Context: an optimization exercise on an open-source flow, tuned for small area and few clock cycles. The choices shown serve that exercise and are no tape-out recipe.
The RTL was checked by simulation tests, not by an equivalence proof against the original design.
Power is estimated from default activity; no workload was simulated.

==> flow/design.v (excerpt) <==
module mips_top(
    input         clk,
    input         reset,
    output [31:0] imem_addr,
    input  [31:0] imem_data,
    output [31:0] dmem_addr,
    output [31:0] dmem_wdata,
    output        dmem_we,
    input  [31:0] dmem_rdata
    );
	wire [31:0] inst = imem_data;
	reg  [31:2] pc;
	reg  [31:0] rf [0:15];
	wire [511:0] q;
	genvar gi;
	generate
		for (gi = 0; gi < 16; gi = gi + 1) begin : rfq
			assign q[32*gi +: 32] = rf[gi];
		end
	endgenerate
	wire [31:0] a, b;
	rf_read rda(.sel(inst[24:21]), .q(q), .y(a));
	rf_read rdb(.sel(inst[19:16]), .q(q), .y(b));
	wire [31:0] wd;
	wire [15:0] wen;
	wire [31:0] addr;
	wire        eq;
	exec ex(.reset(reset), .inst(inst), .a(a), .b(b), .rdata(dmem_rdata),
		.addr(addr), .eq(eq), .wd(wd), .wen(wen));
	integer k;
	always @(posedge clk)
		for (k = 0; k < 16; k = k + 1)
			if (wen[k]) begin
				rf[k][31:4] <= wd[31:4];
				rf[k][3:0]  <= wd[3:0] | ({4{reset}} & k[3:0]);
			end
	wire [29:0] pcn;
	nextpc np(.reset(reset), .inst(inst), .pc(pc), .eq(eq), .pcn(pcn));
	always @(posedge clk)
		pc <= pcn;
	assign imem_addr  = {pc, 2'b00};
	assign dmem_addr  = addr;
	assign dmem_wdata = b;
	assign dmem_we    = (inst[31:26] == 6'b101011) & ~reset;
endmodule
For scale: ~1900 cells after synthesis, ~540 flip-flops, ~160 I/O pins.
export LEC_CHECK = 0
export CAP_MARGIN = 20
export CORE_MARGIN = 2
export CORE_UTILIZATION = 48
export CTS_BUF_LIST = sky130_fd_sc_hd__clkbuf_16
export CTS_CLUSTER_DIAMETER = 80
export CTS_CLUSTER_SIZE = 28
export GPL_TIMING_DRIVEN = 0
export PLACE_DENSITY = 0.62
export SLEW_MARGIN = 20
export SYNTH_HIERARCHICAL = 1
create_clock -name core_clock -period 8.0 [get_ports {clk}]
standard.sh (not shown) runs the stock make flow with config.mk's settings and CLKGATE_MAP_FILE= SYNTH_SCRIPT=/design/flow/synth_recipe.tcl, a recipe that flattens the netlist after the stock synthesis.
==> flow/flow/run.sh <==
#!/bin/bash
# The standard layout, with one change: the port buffers are buf_2 cells
# (the standard flow picks a slow delay cell).
set -euo pipefail
export BUFFER_PORTS_ARGS="-buffer_cell sky130_fd_sc_hd__buf_2"
bash standard.sh > standard.log 2>&1
The baseline ran to the end with no violations.
Testbench counts at the start, summed over its fixed seeds: cycles 74,808.
==> next run, changes <==
==> flow/flow/run.sh (replaced) <==
#!/bin/bash
# The standard layout, with two changes: the port buffers are buf_2 cells
# (the standard flow picks a slow delay cell).
set -euo pipefail
export BUFFER_PORTS_ARGS="-buffer_cell sky130_fd_sc_hd__buf_2"
bash standard.sh > standard.log 2>&1
- CTS_BUF_LIST: sky130_fd_sc_hd__clkbuf_16 -> sky130_fd_sc_hd__clkbuf_8
- CTS_CLUSTER_DIAMETER: 80 -> default
- CTS_CLUSTER_SIZE: 28 -> 24
Result:
- sequential power hardly moves
- final area climbs by 2.2%
- clock skew drops by 0.0040 ns
- setup slack is worse by 0.032 ns
- core utilization climbs by 1.3 points
- maximum frequency drops by 0.41%

Another version of the RTL of mips_top (not shown whole).
For scale: roughly 540 flip-flops, about 160 I/O pins, ~26,000 um2 of cells after synthesis.
## mips_top
module mips_top(
    input         clk,
    input         reset,
    output [31:0] imem_addr,
    input  [31:0] imem_data,
    output [31:0] dmem_addr,
    output [31:0] dmem_wdata,
    output        dmem_we,
    input  [31:0] dmem_rdata
    );
	wire [31:0] inst = imem_data;
	reg  [31:2] pc;
	reg  [31:0] rf [0:15];
	wire [511:0] q;
	genvar gi;
	generate
		for (gi = 0; gi < 16; gi = gi + 1) begin : rfq
			assign q[32*gi +: 32] = rf[gi];
		end
	endgenerate
	wire [31:0] a, b;
	rf_read rda(.sel(inst[24:21]), .q(q), .y(a));
	rf_read rdb(.sel(inst[19:16]), .q(q), .y(b));
	wire [31:0] wd;
	wire [15:0] wen;
	wire [31:0] addr;
	wire        eq;
	exec ex(.reset(reset), .inst(inst), .a(a), .b(b), .rdata(dmem_rdata),
		.addr(addr), .eq(eq), .wd(wd), .wen(wen));
	integer k;
	always @(posedge clk)
		for (k = 0; k < 16; k = k + 1)
			if (wen[k]) begin
				rf[k][31:4] <= wd[31:4];
				rf[k][3:0]  <= wd[3:0] | ({4{reset}} & k[3:0]);
			end
	wire [29:0] pcn;
	nextpc np(.reset(reset), .inst(inst), .pc(pc), .eq(eq), .pcn(pcn));
	always @(posedge clk)
		pc <= pcn;
	assign imem_addr  = {pc, 2'b00};
	assign dmem_addr  = addr;
	assign dmem_wdata = b;
	assign dmem_we    = (inst[31:26] == 6'b101011) & ~reset;
endmodule
==> flow/config.mk <==
export PLATFORM = sky130hd
export DESIGN_NAME = mips_top
export DESIGN_NICKNAME = mips_top
export VERILOG_FILES = /design/flow/design.v
export SDC_FILE = /design/flow/constraint.sdc
export NUM_CORES = 4
export LEC_CHECK = 0
export CAP_MARGIN = 20
export CORE_MARGIN = 2
export CORE_UTILIZATION = 40
export PLACE_DENSITY = 0.6
export SLEW_MARGIN = 20
export SYNTH_HIERARCHICAL = 1
==> flow/constraint.sdc <==
create_clock -name core_clock -period 8.0 [get_ports {clk}]
set_input_delay 1.6000 -clock core_clock [delete_from_list [all_inputs] [get_ports {clk}]]
set_output_delay 1.6000 -clock core_clock [all_outputs]
set_load 0.01 [all_outputs]
run.sh (not shown) runs the stock make flow with config.mk's settings and CLKGATE_MAP_FILE= SYNTH_SCRIPT=/design/flow/synth_recipe.tcl, a recipe that flattens the netlist after the stock synthesis.
Stock flow here: none of the scripts above is used.
Testbench counts at the start, summed over its fixed seeds: cycles 74,808.
Rerun with:
Settings changed: CORE_UTILIZATION 40 to 48, GPL_TIMING_DRIVEN from default to 0, PLACE_DENSITY 0.6 to 0.62.
The new run passed the timing, DRC and antenna checks.
Via count climbs by about 1.8%.
Worst setup slack loses 54 ps.
Register-to-register slack gains 110 ps.
Final area climbs by about 3.4%.
Clock-buffer cell count climbs by 1.
Sequential cell count does not change.
Critical path depth drops by 1.

[afterwards: timing with drivers on the ports]
The results above use ideal ports. As a check the final layouts listed here were re-extracted and re-timed, cells and wires unchanged.
Step 1 assumes that a clkbuf_16 drives the clock port and a buf_2 every other input.
Step 2 also shifts input and output timing later by t, the mid clock arrival at the registers, as if the neighbouring blocks saw the same clock.
Slacks: ideal ports / drivers / drivers and shift; pairs: ideal ports / drivers.
run | shift t [ns] | setup slack, ns | hold slack, ns | worst setup path at the end | worst register clock-pin slew, ns
the first run of note 1 | 0.674 | 0.202 / 0.179 / 0.179 | 0.573 / 0.573 / 0.573 | input to output | 0.11 / 0.11
the second run of note 1 | 0.724 | 0.169 / 0.147 / 0.147 | 0.563 / 0.563 / 0.563 | input to output | 0.07 / 0.07
the first run of note 2 | 0.675 | 0.169 / 0.128 / 0.040 | 0.576 / 0.576 / 0.576 | input to register | 0.07 / 0.07
the second run of note 2 | 0.694 | 0.114 / 0.087 / -0.038 | 0.566 / 0.566 / 0.566 | input to register | 0.07 / 0.07
With both steps, setup timing fails in the second run of note 2, where it was met with ideal ports. The setup slack of the second run of note 2, which loses most, moves by -0.027 ns with the drivers and by -0.152 ns with both steps.
